This design comes from an exercise in tuning for small area on the open sky130 flow, not from production work.
At most, simulation tests tie the RTL to the original design; equivalence was not proved.
No activity file was given, so power comes from the tool's default toggle rates.

==> inputs of fjord <==
## jt6295
module jt6295(
    input                  rst,
    input                  clk,
    input                  cen  ,
    input                  ss,         
    input                  wrn,   
    input         [ 7:0]   din,
    output        [ 7:0]   dout,
    output        [17:0]   rom_addr,
    input         [ 7:0]   rom_data,
    input                  rom_ok,
    output signed [13:0]   sound,
    output                 sample    
);
Settings: LEC_CHECK=0, CAP_MARGIN=20, CORE_MARGIN=2, CORE_UTILIZATION=40, SLEW_MARGIN=20; clock period 10.0 ns.
run.sh (not shown) runs the stock make flow with config.mk's settings and CLKGATE_MAP_FILE= SYNTH_SCRIPT=/design/flow/synth_recipe.tcl, a recipe that flattens the netlist after the stock synthesis.
==> lagoon: changes against fjord <==
--- a/flow/design.v
+++ b/flow/design.v
@@ -2,51 +2,74 @@
     input            rst,
     input            clk,
     input            cen,
     input            ss,
     output           cen_sr,      
     output           cen_sr4,     
+    output reg       cen32,       
+    output     [2:0] slot,        
     output           adpcm_slot,  
     output     [1:0] ch,          
     output reg       cen_48k
 );
 localparam [7:0] N48=8'd6, D48=8'd125;
+function [19:0] radd(input [19:0] a, input [19:0] b, input ci);
+    integer i;
+    reg c;
+    begin
+        c = ci;
+        for( i=0; i<20; i=i+1 ) begin
+            radd[i] = a[i]^b[i]^c;
+            c = (a[i]&b[i]) | (c&(a[i]^b[i]));
+        end
+    end
+endfunction
+function rge(input [19:0] a, input [19:0] b);
+    integer i;
+    reg c;
+    begin
+        c = 1'b1;
+        for( i=0; i<20; i=i+1 )
+            c = (a[i]&~b[i]) | (c&~(a[i]^b[i]));
+        rge = c;
+    end
+endfunction
 reg  [2:0] base;
 reg  [5:0] cnt;
-reg        cen32;
 wire [2:0] lim = ss ? 3'h3 : 3'h4;
 reg  [7:0] cnt48;
-wire       over48 = cnt48>=D48;
+wire       over48 = rge( cnt48, D48 );
 always @(posedge clk) begin
     if( rst ) begin
         cnt48   <= 8'd0;
         cen_48k <= 1'b0;
     end else begin
-        if(cen) cnt48 <= over48 ? cnt48-(D48-N48) : cnt48+N48;
+        if(cen) cnt48 <= radd( cnt48, over48 ? 8'd137 : N48, 1'b0 );
         cen_48k <= over48 && cen;
     end
 end
 always @(posedge clk) begin
     if( rst ) begin
         base  <= 3'd0;
         cnt   <= 6'd0;
         cen32 <= 1'b0;
     end else begin
         cen32 <= cen && !cnt[5] && base==3'd0;
         if( cen ) begin
-            base <= (base==lim) ? 3'd0 : base+3'd1;
-            if(base==3'd0) cnt <= (cnt==6'd32) ? 6'd0 : cnt+6'd1;
+            base <= (base==lim) ? 3'd0 : radd( base, 3'd0, 1'b1 );
+            if(base==3'd0) cnt <= (cnt==6'd32) ? 6'd0 : radd( cnt, 6'd0, 1'b1 );
         end
     end
 end
-wire [4:0] q  = cnt[4:0] - {4'd0, cen32};
-wire [4:0] qc = q + 5'd7;
+wire [4:0] q  = radd( cnt[4:0], {5{cen32}}, 1'b0 );
+wire [4:0] qc = radd( q, 5'd7, 1'b0 );
 assign cen_sr4    = cen32 && cnt[2:0]==3'd1;
 assign cen_sr     = cen32 && cnt[4:0]==5'd1;
 assign adpcm_slot = q[2:1]==2'b01;
 assign ch         = qc[4:3];
+assign slot       = cnt[2:0];
 endmodule
 module jt6295_rom(
     input             rst,
     input             clk,
     input             adpcm_slot,
     input             nib_sel,
@@ -214,26 +237,47 @@
     output              nib_sel,
     input      [ 3:0]   rom_nib,
     output reg          pipe_en,
     output reg [ 3:0]   pipe_att,
     output reg [ 3:0]   pipe_data
 );
+function [19:0] radd(input [19:0] a, input [19:0] b, input ci);
+    integer i;
+    reg c;
+    begin
+        c = ci;
+        for( i=0; i<20; i=i+1 ) begin
+            radd[i] = a[i]^b[i]^c;
+            c = (a[i]&b[i]) | (c&(a[i]^b[i]));
+        end
+    end
+endfunction
+function rge(input [19:0] a, input [19:0] b);
+    integer i;
+    reg c;
+    begin
+        c = 1'b1;
+        for( i=0; i<20; i=i+1 )
+            c = (a[i]&~b[i]) | (c&~(a[i]^b[i]));
+        rge = c;
+    end
+endfunction
 reg  [75:0] cnt_sh;
 reg  [71:0] stop_sh;
 reg  [15:0] att_sh;
 reg  [ 3:0] busy_sh;
 wire [18:0] cnt      = cnt_sh[75:57];
 wire [17:0] stop_out = stop_sh[71:54];
 wire [ 3:0] att_out  = att_sh[15:12];
 wire        busy_out = busy_sh[3];
 wire        up_start = start[ch];
 wire        up_stop  = stop[ch];
 wire        update   = up_start | up_stop;
-wire        over     = rom_addr >= stop_out;
+wire        over     = rge( rom_addr, stop_out );
 wire        cont     = busy_out & ~over;
-wire [18:0] cnt_next = cont      ? cnt+19'd1 : cnt;
+wire [18:0] cnt_next = radd( cnt, 20'd0, cont );
 wire [17:0] stop_in  = up_start  ? stop_addr : stop_out;
 wire [18:0] cnt_in   = up_start  ? {start_addr, 1'b0} : cnt_next;
 wire [ 3:0] att_in   = up_start  ? att : att_out;
 wire        busy_in  = update    ? (up_start & ~up_stop) : cont;
 assign rom_addr = cnt[18:1];
 assign nib_sel  = cnt[0];
@@ -267,26 +311,49 @@
 end
 endmodule
 module jt6295_adpcm(
     input                    rst,
     input                    clk,
     input                    cen,
+    input                    cen32,
+    input             [ 2:0] slot,
     input                    en,
     input             [ 3:0] att,
     input             [ 3:0] data,
     output reg signed [11:0] sound
 );
+function [19:0] radd(input [19:0] a, input [19:0] b, input ci);
+    integer i;
+    reg c;
+    begin
+        c = ci;
+        for( i=0; i<20; i=i+1 ) begin
+            radd[i] = a[i]^b[i]^c;
+            c = (a[i]&b[i]) | (c&(a[i]^b[i]));
+        end
+    end
+endfunction
+function rge(input [19:0] a, input [19:0] b);
+    integer i;
+    reg c;
+    begin
+        c = 1'b1;
+        for( i=0; i<20; i=i+1 )
+            c = (a[i]&~b[i]) | (c&~(a[i]^b[i]));
+        rge = c;
+    end
+endfunction
 reg        in_en;
 reg  [3:0] in_data, in_att;
 reg [23:0] idx_sh;
 reg [47:0] snd_sh;
 reg [15:0] att_sh;
 wire [ 5:0] idx     = idx_sh[23:18];
 wire [11:0] snd_old = snd_sh[47:36];
-wire [11:0] snd_mul = snd_sh[47:36];
 wire [ 3:0] att_mul = att_sh[15:12];
+wire [11:0] snd_mul = snd_sh[47:36];
 reg [10:0] lut;
 always @(*) begin
     case( idx )
         6'd0: lut = 11'd16;
         6'd1: lut = 11'd17;
         6'd2: lut = 11'd19;
@@ -339,53 +406,51 @@
         default: lut = 11'd0;
     endcase
 end
 wire [2:0] factor = in_en ? in_data[2:0] : 3'd0;
 wire [5:0] idx_en = in_en ? idx : 6'd0;
 wire [5:0] idx_inc = { 3'd0, in_data[1:0], 1'b0 } + 6'd2;
-wire [5:0] idx_sum = factor[2] ? idx_en + idx_inc : idx_en - 6'd1;
-wire [5:0] idx_new = idx_sum > 6'd48 ? (factor[2] ? 6'd48 : 6'd0) : idx_sum;
+wire [5:0] idx_sum = radd( idx_en, factor[2] ? idx_inc : 6'h3f, 1'b0 );
+wire [5:0] idx_new = rge( idx_sum, 6'd49 ) ? (factor[2] ? 6'd48 : 6'd0) : idx_sum;
 wire [11:0] step = { 1'b0, lut };
-wire [11:0] qn = (step>>3) + (in_data[2] ? step : 12'd0)
-               + (in_data[1] ? step>>1 : 12'd0) + (in_data[0] ? step>>2 : 12'd0);
+wire [11:0] qa = radd( step>>3, in_data[2] ? step : 12'd0, 1'b0 );
+wire [11:0] qb = radd( qa, in_data[1] ? step>>1 : 12'd0, 1'b0 );
+wire [11:0] qn = radd( qb, in_data[0] ? step>>2 : 12'd0, 1'b0 );
 reg  [12:0] unlim;
 reg         ov;
 reg  [11:0] snd_new;
 always @(*) begin
-    unlim = in_data[3] ? { snd_old[11], snd_old } - { 1'b0, qn } :
-                         { snd_old[11], snd_old } + { 1'b0, qn };
+    unlim = radd( { snd_old[11], snd_old }, { 1'b0, qn } ^ {13{in_data[3]}}, in_data[3] );
     ov = &{snd_old[11],in_data[3],~unlim[11]}|&{~snd_old[11],~in_data[3],unlim[11]};
     if( ^unlim[12:11] ) ov=1;
     snd_new = !in_en ? 12'd0 :
               ov ? {unlim[12],{11{~unlim[12]}}} : unlim[11:0];  
 end
-wire signed [16:0] s1 = { {5{snd_mul[11]}}, snd_mul };
-reg  signed [16:0] prod;
-always @(*) begin
-    case( att_mul )
-        4'd0: prod = s1<<5;
-        4'd1: prod = (s1<<4) + (s1<<2) + (s1<<1);
-        4'd2: prod = s1<<4;
-        4'd3: prod = (s1<<3) + (s1<<1) + s1;
-        4'd4: prod = s1<<3;
-        4'd5: prod = (s1<<2) + (s1<<1);
-        4'd6: prod = s1<<2;
-        4'd7: prod = (s1<<1) + s1;
-        4'd8: prod = s1<<1;
-        default: prod = 17'd0;
-    endcase
+wire [16:0] s1   = { {5{snd_mul[11]}}, snd_mul };
+wire [16:0] s3   = radd( s1, s1<<1, 1'b0 );
+wire [16:0] m11  = radd( s3, !att_mul[2] ? s1<<3 : 17'd0, 1'b0 );
+wire        pow2 = !att_mul[0];
+wire        mute = att_mul>4'd8;
+wire [11:0] load = mute ? 12'd0 : pow2 ? snd_mul : m11[15:4];
+wire [ 2:0] sh_load = pow2 ? att_mul[3:1] : { 2'b0, att_mul[1] };
+reg  [ 2:0] sh;
+wire        do_shift = cen32 && slot>=3'd2 && (slot-3'd2) < sh;
+always @(posedge clk) begin
+    if( cen ) sh <= sh_load;
 end
 always @(posedge clk, posedge rst) begin
     if(rst) begin
         in_en  <= 1'b0;
         snd_sh <= 48'd0;
         sound  <= 12'd0;
     end else if(cen) begin
         in_en  <= en;
         snd_sh <= { snd_sh[35:0], snd_new };
-        sound  <= prod[16:5];
+        sound  <= load;
+    end else if( do_shift ) begin
+        sound  <= { sound[11], sound[11:1] };
     end
 end
 always @(posedge clk) begin
     if(cen) begin
         in_data <= data;
         in_att  <= att;
@@ -399,18 +464,40 @@
     input                clk,
     input                cen,
     input                cen4,
     input  signed [11:0] sound_in,
     output signed [13:0] sound_out
 );
+function [19:0] radd(input [19:0] a, input [19:0] b, input ci);
+    integer i;
+    reg c;
+    begin
+        c = ci;
+        for( i=0; i<20; i=i+1 ) begin
+            radd[i] = a[i]^b[i]^c;
+            c = (a[i]&b[i]) | (c&(a[i]^b[i]));
+        end
+    end
+endfunction
+function rge(input [19:0] a, input [19:0] b);
+    integer i;
+    reg c;
+    begin
+        c = 1'b1;
+        for( i=0; i<20; i=i+1 )
+            c = (a[i]&~b[i]) | (c&~(a[i]^b[i]));
+        rge = c;
+    end
+endfunction
 reg signed [13:0] acc, sum;
+wire [13:0] acc_sum = radd( acc, { {2{sound_in[11]}}, sound_in }, 1'b0 );
 always @(posedge clk, posedge rst) begin
     if( rst ) begin
         acc <= 14'd0;
     end else if(cen4) begin
-        acc <= cen ? sound_in : acc + sound_in;
+        acc <= cen ? { {2{sound_in[11]}}, sound_in } : acc_sum;
     end
 end
 always @(posedge clk, posedge rst) begin
     if( rst ) begin
         sum <= 14'd0;
     end else if(cen) begin
@@ -430,13 +517,14 @@
     output        [17:0]   rom_addr,
     input         [ 7:0]   rom_data,
     input                  rom_ok,
     output signed [13:0]   sound,
     output                 sample    
 );
-wire        cen_sr, cen_sr4, cen_48k, adpcm_slot;
+wire        cen_sr, cen_sr4, cen_sr32, cen_48k, adpcm_slot;
+wire [ 2:0] slot;
 wire [ 1:0] ch;
 wire [ 3:0] busy, start, stop;
 reg  [ 3:0] ack;
 wire        ack_bit;
 wire [17:0] start_addr, stop_addr, ch_addr;
 wire [ 9:0] ctrl_addr;
@@ -460,12 +548,14 @@
     .rst        ( rst       ),
     .clk        ( clk       ),
     .cen        ( cen       ),
     .ss         ( ss        ),
     .cen_sr     ( cen_sr    ),
     .cen_sr4    ( cen_sr4   ),
+    .cen32      ( cen_sr32  ),
+    .slot       ( slot      ),
     .adpcm_slot ( adpcm_slot),
     .ch         ( ch        ),
     .cen_48k    ( cen_48k   )
 );
 jt6295_rom u_rom(
     .rst        ( rst           ),
@@ -518,12 +608,14 @@
     .pipe_data  ( pipe_data     )
 );
 jt6295_adpcm u_adpcm(
     .rst        ( rst           ),
     .clk        ( clk           ),
     .cen        ( cen_sr4       ),
+    .cen32      ( cen_sr32      ),
+    .slot       ( slot          ),
     .en         ( pipe_en       ),
     .att        ( pipe_att      ),
     .data       ( pipe_data     ),
     .sound      ( pipe_snd      )
 );
 jt6295_acc u_acc(
- CTS_BUF_LIST: unset -> sky130_fd_sc_hd__clkbuf_4
==> garnet: changes against fjord <==
--- a/flow/design.v
+++ b/flow/design.v
@@ -2,51 +2,74 @@
     input            rst,
     input            clk,
     input            cen,
     input            ss,
     output           cen_sr,      
     output           cen_sr4,     
+    output reg       cen32,       
+    output     [2:0] slot,        
     output           adpcm_slot,  
     output     [1:0] ch,          
     output reg       cen_48k
 );
 localparam [7:0] N48=8'd6, D48=8'd125;
+function [19:0] radd(input [19:0] a, input [19:0] b, input ci);
+    integer i;
+    reg c;
+    begin
+        c = ci;
+        for( i=0; i<20; i=i+1 ) begin
+            radd[i] = a[i]^b[i]^c;
+            c = (a[i]&b[i]) | (c&(a[i]^b[i]));
+        end
+    end
+endfunction
+function rge(input [19:0] a, input [19:0] b);
+    integer i;
+    reg c;
+    begin
+        c = 1'b1;
+        for( i=0; i<20; i=i+1 )
+            c = (a[i]&~b[i]) | (c&~(a[i]^b[i]));
+        rge = c;
+    end
+endfunction
 reg  [2:0] base;
 reg  [5:0] cnt;
-reg        cen32;
 wire [2:0] lim = ss ? 3'h3 : 3'h4;
 reg  [7:0] cnt48;
-wire       over48 = cnt48>=D48;
+wire       over48 = rge( cnt48, D48 );
 always @(posedge clk) begin
     if( rst ) begin
         cnt48   <= 8'd0;
         cen_48k <= 1'b0;
     end else begin
-        if(cen) cnt48 <= over48 ? cnt48-(D48-N48) : cnt48+N48;
+        if(cen) cnt48 <= radd( cnt48, over48 ? 8'd137 : N48, 1'b0 );
         cen_48k <= over48 && cen;
     end
 end
 always @(posedge clk) begin
     if( rst ) begin
         base  <= 3'd0;
         cnt   <= 6'd0;
         cen32 <= 1'b0;
     end else begin
         cen32 <= cen && !cnt[5] && base==3'd0;
         if( cen ) begin
-            base <= (base==lim) ? 3'd0 : base+3'd1;
-            if(base==3'd0) cnt <= (cnt==6'd32) ? 6'd0 : cnt+6'd1;
+            base <= (base==lim) ? 3'd0 : radd( base, 3'd0, 1'b1 );
+            if(base==3'd0) cnt <= (cnt==6'd32) ? 6'd0 : radd( cnt, 6'd0, 1'b1 );
         end
     end
 end
-wire [4:0] q  = cnt[4:0] - {4'd0, cen32};
-wire [4:0] qc = q + 5'd7;
+wire [4:0] q  = radd( cnt[4:0], {5{cen32}}, 1'b0 );
+wire [4:0] qc = radd( q, 5'd7, 1'b0 );
 assign cen_sr4    = cen32 && cnt[2:0]==3'd1;
 assign cen_sr     = cen32 && cnt[4:0]==5'd1;
 assign adpcm_slot = q[2:1]==2'b01;
 assign ch         = qc[4:3];
+assign slot       = cnt[2:0];
 endmodule
 module jt6295_rom(
     input             rst,
     input             clk,
     input             adpcm_slot,
     input             nib_sel,
@@ -214,26 +237,47 @@
     output              nib_sel,
     input      [ 3:0]   rom_nib,
     output reg          pipe_en,
     output reg [ 3:0]   pipe_att,
     output reg [ 3:0]   pipe_data
 );
+function [19:0] radd(input [19:0] a, input [19:0] b, input ci);
+    integer i;
+    reg c;
+    begin
+        c = ci;
+        for( i=0; i<20; i=i+1 ) begin
+            radd[i] = a[i]^b[i]^c;
+            c = (a[i]&b[i]) | (c&(a[i]^b[i]));
+        end
+    end
+endfunction
+function rge(input [19:0] a, input [19:0] b);
+    integer i;
+    reg c;
+    begin
+        c = 1'b1;
+        for( i=0; i<20; i=i+1 )
+            c = (a[i]&~b[i]) | (c&~(a[i]^b[i]));
+        rge = c;
+    end
+endfunction
 reg  [75:0] cnt_sh;
 reg  [71:0] stop_sh;
 reg  [15:0] att_sh;
 reg  [ 3:0] busy_sh;
 wire [18:0] cnt      = cnt_sh[75:57];
 wire [17:0] stop_out = stop_sh[71:54];
 wire [ 3:0] att_out  = att_sh[15:12];
 wire        busy_out = busy_sh[3];
 wire        up_start = start[ch];
 wire        up_stop  = stop[ch];
 wire        update   = up_start | up_stop;
-wire        over     = rom_addr >= stop_out;
+wire        over     = rge( rom_addr, stop_out );
 wire        cont     = busy_out & ~over;
-wire [18:0] cnt_next = cont      ? cnt+19'd1 : cnt;
+wire [18:0] cnt_next = radd( cnt, 20'd0, cont );
 wire [17:0] stop_in  = up_start  ? stop_addr : stop_out;
 wire [18:0] cnt_in   = up_start  ? {start_addr, 1'b0} : cnt_next;
 wire [ 3:0] att_in   = up_start  ? att : att_out;
 wire        busy_in  = update    ? (up_start & ~up_stop) : cont;
 assign rom_addr = cnt[18:1];
 assign nib_sel  = cnt[0];
@@ -243,50 +287,75 @@
     end else begin
         busy[ch] <= busy_in;
     end
 end
 always @(posedge clk, posedge rst) begin
     if( rst ) begin
-        cnt_sh  <= 76'd0;
-        busy_sh <= 4'd0;
         ack     <= 1'b0;
         pipe_en <= 1'b0;
     end else if( cen4 ) begin
-        cnt_sh  <= { cnt_sh[56:0], cnt_in };
-        busy_sh <= { busy_sh[2:0], busy_in };
         ack     <= up_start;
         pipe_en <= busy_out;
     end
 end
 always @(posedge clk) begin
+    if( cen4 || rst ) begin
+        cnt_sh  <= { cnt_sh[56:0], rst ? 19'd0 : cnt_in };
+        busy_sh <= { busy_sh[2:0], busy_in & ~rst };
+    end
+end
+always @(posedge clk) begin
     if( cen4 ) begin
         stop_sh   <= { stop_sh[53:0], stop_in };
         att_sh    <= { att_sh[11:0], att_in };
         pipe_data <= rom_nib;
         pipe_att  <= att_out;
     end
 end
 endmodule
 module jt6295_adpcm(
     input                    rst,
     input                    clk,
     input                    cen,
+    input                    cen32,
+    input             [ 2:0] slot,
     input                    en,
     input             [ 3:0] att,
     input             [ 3:0] data,
     output reg signed [11:0] sound
 );
+function [19:0] radd(input [19:0] a, input [19:0] b, input ci);
+    integer i;
+    reg c;
+    begin
+        c = ci;
+        for( i=0; i<20; i=i+1 ) begin
+            radd[i] = a[i]^b[i]^c;
+            c = (a[i]&b[i]) | (c&(a[i]^b[i]));
+        end
+    end
+endfunction
+function rge(input [19:0] a, input [19:0] b);
+    integer i;
+    reg c;
+    begin
+        c = 1'b1;
+        for( i=0; i<20; i=i+1 )
+            c = (a[i]&~b[i]) | (c&~(a[i]^b[i]));
+        rge = c;
+    end
+endfunction
 reg        in_en;
 reg  [3:0] in_data, in_att;
 reg [23:0] idx_sh;
 reg [47:0] snd_sh;
 reg [15:0] att_sh;
 wire [ 5:0] idx     = idx_sh[23:18];
 wire [11:0] snd_old = snd_sh[47:36];
-wire [11:0] snd_mul = snd_sh[47:36];
 wire [ 3:0] att_mul = att_sh[15:12];
+wire [11:0] snd_mul = snd_sh[47:36];
 reg [10:0] lut;
 always @(*) begin
     case( idx )
         6'd0: lut = 11'd16;
         6'd1: lut = 11'd17;
         6'd2: lut = 11'd19;
@@ -333,59 +402,58 @@
         6'd43: lut = 11'd963;
         6'd44: lut = 11'd1060;
         6'd45: lut = 11'd1166;
         6'd46: lut = 11'd1282;
         6'd47: lut = 11'd1411;
         6'd48: lut = 11'd1552;
-        default: lut = 11'd0;
+        default: lut = 11'bx;  
     endcase
 end
 wire [2:0] factor = in_en ? in_data[2:0] : 3'd0;
 wire [5:0] idx_en = in_en ? idx : 6'd0;
 wire [5:0] idx_inc = { 3'd0, in_data[1:0], 1'b0 } + 6'd2;
-wire [5:0] idx_sum = factor[2] ? idx_en + idx_inc : idx_en - 6'd1;
-wire [5:0] idx_new = idx_sum > 6'd48 ? (factor[2] ? 6'd48 : 6'd0) : idx_sum;
+wire [5:0] idx_sum = radd( idx_en, factor[2] ? idx_inc : 6'h3f, 1'b0 );
+wire [5:0] idx_new = rge( idx_sum, 6'd49 ) ? (factor[2] ? 6'd48 : 6'd0) : idx_sum;
 wire [11:0] step = { 1'b0, lut };
-wire [11:0] qn = (step>>3) + (in_data[2] ? step : 12'd0)
-               + (in_data[1] ? step>>1 : 12'd0) + (in_data[0] ? step>>2 : 12'd0);
+wire [11:0] qa = radd( step>>3, in_data[2] ? step : 12'd0, 1'b0 );
+wire [11:0] qb = radd( qa, in_data[1] ? step>>1 : 12'd0, 1'b0 );
+wire [11:0] qn = radd( qb, in_data[0] ? step>>2 : 12'd0, 1'b0 );
 reg  [12:0] unlim;
 reg         ov;
 reg  [11:0] snd_new;
 always @(*) begin
-    unlim = in_data[3] ? { snd_old[11], snd_old } - { 1'b0, qn } :
-                         { snd_old[11], snd_old } + { 1'b0, qn };
+    unlim = radd( { snd_old[11], snd_old }, { 1'b0, qn } ^ {13{in_data[3]}}, in_data[3] );
     ov = &{snd_old[11],in_data[3],~unlim[11]}|&{~snd_old[11],~in_data[3],unlim[11]};
     if( ^unlim[12:11] ) ov=1;
-    snd_new = !in_en ? 12'd0 :
+    snd_new = (!in_en || rst) ? 12'd0 :
               ov ? {unlim[12],{11{~unlim[12]}}} : unlim[11:0];  
 end
-wire signed [16:0] s1 = { {5{snd_mul[11]}}, snd_mul };
-reg  signed [16:0] prod;
-always @(*) begin
-    case( att_mul )
-        4'd0: prod = s1<<5;
-        4'd1: prod = (s1<<4) + (s1<<2) + (s1<<1);
-        4'd2: prod = s1<<4;
-        4'd3: prod = (s1<<3) + (s1<<1) + s1;
-        4'd4: prod = s1<<3;
-        4'd5: prod = (s1<<2) + (s1<<1);
-        4'd6: prod = s1<<2;
-        4'd7: prod = (s1<<1) + s1;
-        4'd8: prod = s1<<1;
-        default: prod = 17'd0;
-    endcase
+wire [16:0] s1   = { {5{snd_mul[11]}}, snd_mul };
+wire [16:0] s3   = radd( s1, s1<<1, 1'b0 );
+wire [16:0] m11  = radd( s3, !att_mul[2] ? s1<<3 : 17'd0, 1'b0 );
+wire        pow2 = !att_mul[0];
+wire        mute = att_mul>4'd8;
+wire [11:0] load = mute ? 12'd0 : pow2 ? snd_mul : m11[15:4];
+wire [ 2:0] sh_load = pow2 ? att_mul[3:1] : { 2'b0, att_mul[1] };
+reg  [ 2:0] sh;
+wire        do_shift = cen32 && slot>=3'd2 && (slot-3'd2) < sh;
+always @(posedge clk) begin
+    if( cen ) sh <= sh_load;
+end
+always @(posedge clk) begin
+    if( cen || rst ) snd_sh <= { snd_sh[35:0], snd_new };
 end
 always @(posedge clk, posedge rst) begin
     if(rst) begin
         in_en  <= 1'b0;
-        snd_sh <= 48'd0;
         sound  <= 12'd0;
     end else if(cen) begin
         in_en  <= en;
-        snd_sh <= { snd_sh[35:0], snd_new };
-        sound  <= prod[16:5];
+        sound  <= load;
+    end else if( do_shift ) begin
+        sound  <= { sound[11], sound[11:1] };
     end
 end
 always @(posedge clk) begin
     if(cen) begin
         in_data <= data;
         in_att  <= att;
@@ -399,18 +467,40 @@
     input                clk,
     input                cen,
     input                cen4,
     input  signed [11:0] sound_in,
     output signed [13:0] sound_out
 );
+function [19:0] radd(input [19:0] a, input [19:0] b, input ci);
+    integer i;
+    reg c;
+    begin
+        c = ci;
+        for( i=0; i<20; i=i+1 ) begin
+            radd[i] = a[i]^b[i]^c;
+            c = (a[i]&b[i]) | (c&(a[i]^b[i]));
+        end
+    end
+endfunction
+function rge(input [19:0] a, input [19:0] b);
+    integer i;
+    reg c;
+    begin
+        c = 1'b1;
+        for( i=0; i<20; i=i+1 )
+            c = (a[i]&~b[i]) | (c&~(a[i]^b[i]));
+        rge = c;
+    end
+endfunction
 reg signed [13:0] acc, sum;
+wire [13:0] acc_sum = radd( acc, { {2{sound_in[11]}}, sound_in }, 1'b0 );
 always @(posedge clk, posedge rst) begin
     if( rst ) begin
         acc <= 14'd0;
     end else if(cen4) begin
-        acc <= cen ? sound_in : acc + sound_in;
+        acc <= cen ? { {2{sound_in[11]}}, sound_in } : acc_sum;
     end
 end
 always @(posedge clk, posedge rst) begin
     if( rst ) begin
         sum <= 14'd0;
     end else if(cen) begin
@@ -430,13 +520,14 @@
     output        [17:0]   rom_addr,
     input         [ 7:0]   rom_data,
     input                  rom_ok,
     output signed [13:0]   sound,
     output                 sample    
 );
-wire        cen_sr, cen_sr4, cen_48k, adpcm_slot;
+wire        cen_sr, cen_sr4, cen_sr32, cen_48k, adpcm_slot;
+wire [ 2:0] slot;
 wire [ 1:0] ch;
 wire [ 3:0] busy, start, stop;
 reg  [ 3:0] ack;
 wire        ack_bit;
 wire [17:0] start_addr, stop_addr, ch_addr;
 wire [ 9:0] ctrl_addr;
@@ -460,12 +551,14 @@
     .rst        ( rst       ),
     .clk        ( clk       ),
     .cen        ( cen       ),
     .ss         ( ss        ),
     .cen_sr     ( cen_sr    ),
     .cen_sr4    ( cen_sr4   ),
+    .cen32      ( cen_sr32  ),
+    .slot       ( slot      ),
     .adpcm_slot ( adpcm_slot),
     .ch         ( ch        ),
     .cen_48k    ( cen_48k   )
 );
 jt6295_rom u_rom(
     .rst        ( rst           ),
@@ -518,12 +611,14 @@
     .pipe_data  ( pipe_data     )
 );
 jt6295_adpcm u_adpcm(
     .rst        ( rst           ),
     .clk        ( clk           ),
     .cen        ( cen_sr4       ),
+    .cen32      ( cen_sr32      ),
+    .slot       ( slot          ),
     .en         ( pipe_en       ),
     .att        ( pipe_att      ),
     .data       ( pipe_data     ),
     .sound      ( pipe_snd      )
 );
 jt6295_acc u_acc(
==> flow/flow/run.sh (new file) <==
#!/bin/bash
# Standard layout, with the smallest buffer on the ports.
set -euo pipefail
bash standard.sh "BUFFER_PORTS_ARGS=-buffer_cell sky130_fd_sc_hd__buf_1" finish > standard.log 2>&1
==> flow/standard.sh (new file) <==
#!/bin/bash
# synth_recipe.tcl (not shown) runs the flow's synth.tcl, then flattens the netlist and writes it again
# the make line also repeats each setting of config.mk as NAME=value (left out here)
make -C /OpenROAD-flow-scripts/flow DESIGN_CONFIG=/design/flow/config.mk WORK_HOME=/design/flow/orfs CLKGATE_MAP_FILE= SYNTH_SCRIPT=/design/flow/synth_recipe.tcl "${@:-finish}"
- CTS_CLUSTER_DIAMETER: unset -> 150
- CTS_CLUSTER_SIZE: unset -> 25
removed: flow/run.sh
==> summary of the runs <==
The highest die area belongs to fjord, the lowest to garnet.
The lowest sequential power belongs to fjord, the highest to garnet.
The highest maximum frequency belongs to fjord, the lowest to garnet.
Of garnet and lagoon, lagoon has the higher routed wire length (gap about 12%, measured against lagoon).
First-iteration DRC count, highest first: fjord, lagoon, garnet.
The RTL of garnet was laid out without a check of its function.

==> what the ideal ports hide <==
The results above use ideal ports. As a check the final layouts listed here were re-extracted and re-timed, cells and wires unchanged.
Step 1 (the two cells are an assumption about what drives the block):
set clk [get_ports {clk}]
set_driving_cell -lib_cell sky130_fd_sc_hd__clkbuf_16 $clk
set_driving_cell -lib_cell sky130_fd_sc_hd__buf_2 [delete_from_list [all_inputs] $clk]
Step 2 moves the port delays by t, midway between the first and last clock arrival at a register: inputs arrive t later, outputs are due t later. That takes back most of the time a late clock gives input paths.
Three values: ideal ports, drivers, drivers and shift; two values: the first two.
run	t (ns)	slack for setup (ns)	worst slew at a driven data input, ns
fjord	0.643	3.073 / 3.073 / 3.073	0.05
lagoon	0.875	1.354 / 1.354 / 1.354	0.04
garnet	0.620	1.198 / 1.198 / 1.198	0.05
After both steps every run listed still meets setup and hold.
